What follows belongs to an exercise in optimizing a design on an open flow for small area, a short achievable clock period and few clock cycles; a production flow would make more cautious choices. RTL that was checked went through simulation tests only; none was proved equivalent to the original. Power figures rest on the tool's default switching activity, not on a simulated workload.

Setup of run D:
==> flow/design.v <==
module cpu(
           input        clk,
           input        reset,
           input        prog_we,     
           input  [3:0] prog_addr,   
           input  [7:0] prog_data,   
           output [7:0] out,
           output       out_valid,   
           output       halt_o);     
   reg [127:0] mem;
   reg [7:0]  ir;       
   reg [3:0]  pc;       
   reg [7:0]  opr;      
   reg        e_ld;     
   reg        e_ar;     
   reg        e_sub;
   reg        e_sta;    
   reg        e_out;
   reg        e_hlt;
   reg [7:0]  a;
   reg        c, z;
   reg [7:0]  oreg;
   reg        ovalid;
   reg        halted;
   wire [7:0] ax = a ^ {8{e_sub}};
   wire [7:0] g = ax & opr;
   wire [7:0] p = ax | opr;
   wire [8:0] cy;
   genvar ci, cj;
   generate
      for (ci = 0; ci <= 8; ci = ci + 1) begin : cla
         if (ci == 0) begin : c0
            assign cy[0] = 1'b0;
         end else begin : cn
            wire [ci-1:0] t;
            for (cj = 0; cj < ci; cj = cj + 1) begin : term
               if (cj == ci - 1) begin : last
                  assign t[cj] = g[cj];
               end else begin : mid
                  assign t[cj] = g[cj] & (&p[ci-1:cj+1]);
               end
            end
            assign cy[ci] = |t;
         end
      end
   endgenerate
   wire [8:0] sx = {cy[8], ax ^ opr ^ cy[7:0]};
   wire [7:0] res = sx[7:0] ^ {8{e_sub}};
   wire       c_new = sx[8];
   wire [7:0] kin = {a[6:0] | opr[6:0], 1'b0};
   wire       z_new = e_sub ? (a == opr) : &(~(a ^ opr ^ kin));
   wire       c_f = e_ar ? c_new : c;
   wire       z_f = e_ar ? z_new : z;
   function [7:0] ram_rd(input [127:0] m, input [3:0] ad);
      integer k;
      begin
         ram_rd = 8'd0;
         for (k = 0; k < 16; k = k + 1)
           ram_rd = ram_rd | (m[k*8 +: 8] & {8{ad == k}});
      end
   endfunction
   wire [3:0] op = ir[7:4];
   wire [3:0] n  = ir[3:0];
   wire d_lda = (op == 4'h1);
   wire d_add = (op == 4'h2);
   wire d_sub = (op == 4'h3);
   wire d_sta = (op == 4'h4);
   wire d_ldi = (op == 4'h5);
   wire d_jmp = (op == 4'h6);
   wire d_jc  = (op == 4'h7);
   wire d_jz  = (op == 4'h8);
   wire d_out = (op == 4'he);
   wire d_hlt = (op == 4'hf);
   wire hold  = d_hlt | (op >= 4'h9 && op <= 4'hd);
   wire [7:0] rd_n = (e_sta && opr[3:0] == n) ? a : ram_rd(mem, n);
   wire [7:0] rd_p = (e_sta && opr[3:0] == pc) ? a : ram_rd(mem, pc);
   wire taken = d_jmp | (d_jc & c_f) | (d_jz & z_f);
   wire [3:0] n_inc  = {n[3] ^ (&n[2:0]), n[2] ^ (&n[1:0]), n[1] ^ n[0], ~n[0]};
   wire [3:0] pc_inc = {pc[3] ^ (&pc[2:0]), pc[2] ^ (&pc[1:0]), pc[1] ^ pc[0], ~pc[0]};
   wire stall = d_sta && (n == pc);
   always @(posedge clk) begin
      if (reset) begin
         ir <= 8'h00;
         pc <= 4'd0;
      end else if (!hold) begin
         if (stall) begin
            ir <= 8'h00;
         end else if (taken) begin
            ir <= rd_n;
            pc <= n_inc;
         end else begin
            ir <= rd_p;
            pc <= pc_inc;
         end
      end
   end
   always @(posedge clk) begin
      if (reset) begin
         e_ld  <= 1'b0;
         e_ar  <= 1'b0;
         e_sub <= 1'b0;
         e_sta <= 1'b0;
         e_out <= 1'b0;
         e_hlt <= 1'b0;
      end else begin
         e_ld  <= d_lda | d_ldi;
         e_ar  <= d_add | d_sub;
         e_sub <= d_sub;
         e_sta <= d_sta;
         e_out <= d_out;
         e_hlt <= d_hlt;
      end
      opr <= (d_ldi | d_sta) ? {4'b0, n} : rd_n;
   end
   always @(posedge clk) begin
      if (reset) begin
         a <= 8'd0;
         c <= 1'b0;
         z <= 1'b0;
         oreg <= 8'd0;
         ovalid <= 1'b0;
         halted <= 1'b0;
      end else begin
         if (e_ld)
           a <= opr;
         else if (e_ar)
           a <= res;
         if (e_ar) begin
            c <= c_new;
            z <= z_new;
         end
         if (e_out)
           oreg <= a;
         ovalid <= e_out;
         if (e_hlt)
           halted <= 1'b1;
      end
   end
   wire       we    = reset ? prog_we : e_sta;
   wire [3:0] waddr = reset ? prog_addr : opr[3:0];
   wire [7:0] wdata = reset ? prog_data : a;
   genvar i;
   generate
      for (i = 0; i < 16; i = i + 1) begin : ram
         always @(posedge clk)
           if (we && waddr == i)
             mem[i*8 +: 8] <= wdata;
      end
   endgenerate
   assign out = oreg;
   assign out_valid = ovalid;
   assign halt_o = halted;
endmodule
clock: 4.5 ns
lec_check: 0
abc_area: 1
cap_margin: 20
core_margin: 2
core_utilization: 40
cts_buf_list: sky130_fd_sc_hd__clkbuf_4 sky130_fd_sc_hd__clkbuf_8
setup_slack_margin: 2.5
slew_margin: 20
run.sh (not shown) runs the stock make flow with config.mk's settings and CLKGATE_MAP_FILE= SYNTH_SCRIPT=/design/flow/synth_recipe.tcl, a recipe that flattens the netlist after the stock synthesis.
> inputs changed (run D -> run B)
Settings: clearing ABC_AREA, which used to be 1.
### Flow results
Against run D, run B comes in 2.6 points lower on multi-input combinational area share. Comparing run D and run B, core utilization is higher on run B. Looking at proportion of power drawn by the clock network, run B sits 1.0 points lower than run D does. Against run D, run B comes in 8.2 points higher on share of final-layout standard cells stronger than drive strength 1.
No run of this note included a check of the RTL's function; only the layout flow was run.

* * *

Another version of the RTL of cpu (not shown whole).
Size: roughly 640 cells after synthesis, ~170 flip-flops, ~25 I/O pins, roughly 0.0090 mm2 of cells after synthesis.
Design cpu, start of the top module:
module cpu(
           input        clk,
           input        reset,
           input        prog_we,     
           input  [3:0] prog_addr,   
           input  [7:0] prog_data,   
           output [7:0] out,
           output       out_valid,   
           output       halt_o);
==> flow/config.mk <==
export PLATFORM = sky130hd
export DESIGN_NAME = cpu
export DESIGN_NICKNAME = cpu
export VERILOG_FILES = /design/flow/design.v
export SDC_FILE = /design/flow/constraint.sdc
export NUM_CORES = 4
export LEC_CHECK = 0
export CAP_MARGIN = 20
export CORE_MARGIN = 2
export CORE_UTILIZATION = 40
export CTS_BUF_LIST = sky130_fd_sc_hd__clkbuf_4 sky130_fd_sc_hd__clkbuf_8
export SETUP_SLACK_MARGIN = 2.4
export SLEW_MARGIN = 20
export TNS_END_PERCENT = 5
==> flow/constraint.sdc <==
create_clock -name core_clock -period 4.5 [get_ports {clk}]
set_input_delay 0.9000 -clock core_clock [delete_from_list [all_inputs] [get_ports {clk}]]
set_output_delay 0.9000 -clock core_clock [all_outputs]
set_load 0.01 [all_outputs]
standard.sh (not shown) runs the stock make flow with config.mk's settings and CLKGATE_MAP_FILE= SYNTH_SCRIPT=/design/flow/synth_recipe.tcl, a recipe that flattens the netlist after the stock synthesis.
==> flow/flow/run.sh <==
#!/bin/bash
# Standard layout (standard synthesis unchanged), with these ORFS settings changed:
# - port buffers are sky130_fd_sc_hd__buf_2 instead of the default choice
#   (a slow delay cell), every port still gets its buffer;
# - the resizer may change a gate's size to one with another footprint;
# - clock tree synthesis adds no dummy loads.
set -euo pipefail
bash standard.sh MATCH_CELL_FOOTPRINT=0 "BUFFER_PORTS_ARGS=-buffer_cell sky130_fd_sc_hd__buf_2" \
  "CTS_ARGS=-sink_clustering_enable -repair_clock_nets -buf_list {sky130_fd_sc_hd__clkbuf_4 sky130_fd_sc_hd__clkbuf_8} -dont_use_dummy_load" \
  finish > make_finish.log 2>&1
The first run finished with timing, DRC and antenna clean.
Testbench counts at the start, summed over its fixed seeds: cycles 34,429.
==> next run, changes <==
CTS_BUF_LIST = unset   (was sky130_fd_sc_hd__clkbuf_4 sky130_fd_sc_hd__clkbuf_8)
PLACE_DENSITY = 0.68   (was unset)
SETUP_SLACK_MARGIN = 2.2   (was 2.4)
Outcome:
- routed wire length drops by 2.1%
- sequential power is lower by about 5%
- utilization shrinks by 0.19 points
- global-route usage falls by 0.77 points
- final cell count increases by 0.42%
- area after synthesis is unchanged
- non-clock buffer count came out higher by 4
- worst setup slack improves by 73 ps
- final area is lower by 0.41%
==> next run, changes <==
PLACE_DENSITY = unset   (was 0.68)
SETUP_SLACK_MARGIN = 2.0   (was 2.2)
Sequential power came out higher by about 3%.
Die area does not change.
Final cell count came out higher by 0.52%.
Power came out lower by 0.31%.
==> next run, changes <==
CORE_UTILIZATION = 50   (was 40)
CTS_BUF_LIST = sky130_fd_sc_hd__clkbuf_4 sky130_fd_sc_hd__clkbuf_8   (was unset)
SETUP_SLACK_MARGIN = 2.2   (was 2.0)
After rerunning: Maximum frequency goes up by 4.3%; routed wire length climbs by 3.0%; count of clock-buffer cells in the layout does not change; combinational power increases by about 3%.
==> next run, changes <==
CORE_UTILIZATION = 40   (was 50)
CTS_BUF_LIST = unset   (was sky130_fd_sc_hd__clkbuf_4 sky130_fd_sc_hd__clkbuf_8)
PLACE_DENSITY = 0.75   (was unset)
What happened: Global-route usage came out lower by 7.7 points. Power came out lower slightly. Synthesized cell count stays the same. Hold slack gets better by 6.6 ps. Register-to-register slack gets better by 30 ps. Clock-buffer cell count is unchanged. Clock power came out lower slightly. Sequential power came out lower by a few percent.
==> next run, changes <==
PLACE_DENSITY = unset   (was 0.75)
TNS_END_PERCENT = 20   (was 5)
Result: The new run finished clean. Design area grows slightly. Synthesized area does not change. Total power grows slightly.

* * *

Starting RTL as in the previous note.
export LEC_CHECK = 0
export CAP_MARGIN = 20
export CORE_MARGIN = 2
export CORE_UTILIZATION = 40
export PLACE_DENSITY = 0.75
export SETUP_SLACK_MARGIN = 2.1
export SLEW_MARGIN = 20
export TNS_END_PERCENT = 5
create_clock -name core_clock -period 4.5 [get_ports {clk}]
Scripts as last shown in full above: flow/flow/run.sh
Testbench counts at the start, summed over its fixed seeds: cycles 34,429.
Next try:
==> flow/flow/run.sh (replaced) <==
#!/bin/bash
# Standard layout (standard synthesis unchanged), with two ORFS settings changed:
# - port buffers are sky130_fd_sc_hd__buf_2 instead of the default choice
#   (a slow delay cell), every port still gets its buffer;
# - the resizer may change a gate's size to one with another footprint.
set -euo pipefail
bash standard.sh MATCH_CELL_FOOTPRINT=0 "BUFFER_PORTS_ARGS=-buffer_cell sky130_fd_sc_hd__buf_2" finish > make_finish.log 2>&1
--- a/flow/config.mk
+++ b/flow/config.mk
@@ -9,6 +9,6 @@
 export CORE_MARGIN = 2
 export CORE_UTILIZATION = 40
-export PLACE_DENSITY = 0.75
-export SETUP_SLACK_MARGIN = 2.1
+export CTS_BUF_LIST = sky130_fd_sc_hd__clkbuf_4 sky130_fd_sc_hd__clkbuf_8
+export SETUP_SLACK_MARGIN = 2.2
 export SLEW_MARGIN = 20
 export TNS_END_PERCENT = 5
Outcome: The new run ran to the end with no violations. Area after synthesis stays the same. Register-to-register slack gains 0.04 ns. Routed wire length climbs by a little under a tenth. Sequential share of layout area drops by 1.9 points. Total power climbs by a little under a tenth. Worst setup slack gains 0.035 ns. Clock skew drops by 0.019 ns.
Next try:
==> flow/flow/run.sh (replaced) <==
#!/bin/bash
# Standard layout (standard synthesis unchanged), with these ORFS settings changed:
# - port buffers are sky130_fd_sc_hd__buf_2 instead of the default choice
#   (a slow delay cell), every port still gets its buffer;
# - the resizer may change a gate's size to one with another footprint;
# - clock tree synthesis adds no dummy loads.
set -euo pipefail
bash standard.sh MATCH_CELL_FOOTPRINT=0 "BUFFER_PORTS_ARGS=-buffer_cell sky130_fd_sc_hd__buf_2" \
  "CTS_ARGS=-sink_clustering_enable -repair_clock_nets -buf_list {sky130_fd_sc_hd__clkbuf_4 sky130_fd_sc_hd__clkbuf_8} -dont_use_dummy_load" \
  finish > make_finish.log 2>&1
--- a/flow/config.mk
+++ b/flow/config.mk
@@ -8,6 +8,6 @@
 export CAP_MARGIN = 20
 export CORE_MARGIN = 2
-export CORE_UTILIZATION = 40
-export CTS_BUF_LIST = sky130_fd_sc_hd__clkbuf_4 sky130_fd_sc_hd__clkbuf_8
+export CORE_UTILIZATION = 50
+export PLACE_DENSITY = 0.75
 export SETUP_SLACK_MARGIN = 2.2
 export SLEW_MARGIN = 20
Effect:
- The new run finished clean
- fmax barely changes
- wire length shrinks by 2.9%
- synthesized cell count is unchanged
- clock skew grows by 0.012 ns
- final area shrinks by 2.3%
Next try:
--- a/flow/config.mk
+++ b/flow/config.mk
@@ -8,6 +8,6 @@
 export CAP_MARGIN = 20
 export CORE_MARGIN = 2
-export CORE_UTILIZATION = 50
-export PLACE_DENSITY = 0.75
+export CORE_UTILIZATION = 40
+export PLACE_DENSITY = 0.85
 export SETUP_SLACK_MARGIN = 2.2
 export SLEW_MARGIN = 20
Setup slack degrades by 0.0083 ns.
Die area grows by 24%.
Routed wire length shrinks by 6.1%.

[re-timing with driven ports]
The flow's constraints put no driver on any port. The routed layouts listed below were extracted and timed again, unchanged, in two steps. Step 1 (the two cells are an assumption about what drives the block):
set clk [get_ports {clk}]
set_driving_cell -lib_cell sky130_fd_sc_hd__clkbuf_16 $clk
set_driving_cell -lib_cell sky130_fd_sc_hd__buf_2 [delete_from_list [all_inputs] $clk]
Step 2 also shifts input and output timing later by t, the mid clock arrival at the registers, as if the neighbouring blocks saw the same clock. Three values: ideal ports, drivers, drivers and shift; two values: the first two.
run | shift t [ns] | slack for setup (ns) | hold WS [ns] | slew at the worst register clock pin (ns) | pins driven straight from the clock port
run D | 0.532 | 2.263 / 2.263 / 1.991 | 0.438 / 0.438 / 0.438 | 0.11 / 0.11 | 1
run B | 0.510 | 2.055 / 2.055 / 2.024 | 0.449 / 0.449 / 0.449 | 0.11 / 0.11 | 1
the first run of note 2 | 0.479 | 2.030 / 2.030 / 2.000 | 0.490 / 0.490 / 0.490 | 0.10 / 0.10 | 1
the second run of note 2 | 0.484 | 2.103 / 2.103 / 1.691 | 0.476 / 0.476 / 0.476 | 0.09 / 0.09 | 1
the third run of note 2 | 0.489 | 1.968 / 1.954 / 1.465 | 0.481 / 0.481 / 0.481 | 0.10 / 0.10 | 1
the fourth run of note 2 | 0.494 | 2.072 / 2.072 / 1.691 | 0.487 / 0.487 / 0.487 | 0.10 / 0.10 | 1
the fifth run of note 2 | 0.485 | 2.104 / 2.104 / 1.662 | 0.494 / 0.494 / 0.494 | 0.10 / 0.10 | 1
the sixth run of note 2 | 0.471 | 2.048 / 2.048 / 1.691 | 0.496 / 0.496 / 0.496 | 0.10 / 0.10 | 1
the first run of note 3 | 0.500 | 2.040 / 2.040 / 1.601 | 0.481 / 0.481 / 0.481 | 0.10 / 0.10 | 1
the second run of note 3 | 0.520 | 2.075 / 2.075 / 1.692 | 0.486 / 0.486 / 0.486 | 0.12 / 0.12 | 1
the third run of note 3 | 0.504 | 2.082 / 2.082 / 1.713 | 0.488 / 0.488 / 0.488 | 0.09 / 0.09 | 1
the fourth run of note 3 | 0.493 | 2.074 / 2.074 / 1.623 | 0.488 / 0.488 / 0.488 | 0.09 / 0.09 | 1
After both steps every run listed still meets setup and hold. For the third run of note 2, which loses most, drivers alone change the setup slack by -0.014 ns; drivers and shift together by -0.503 ns.
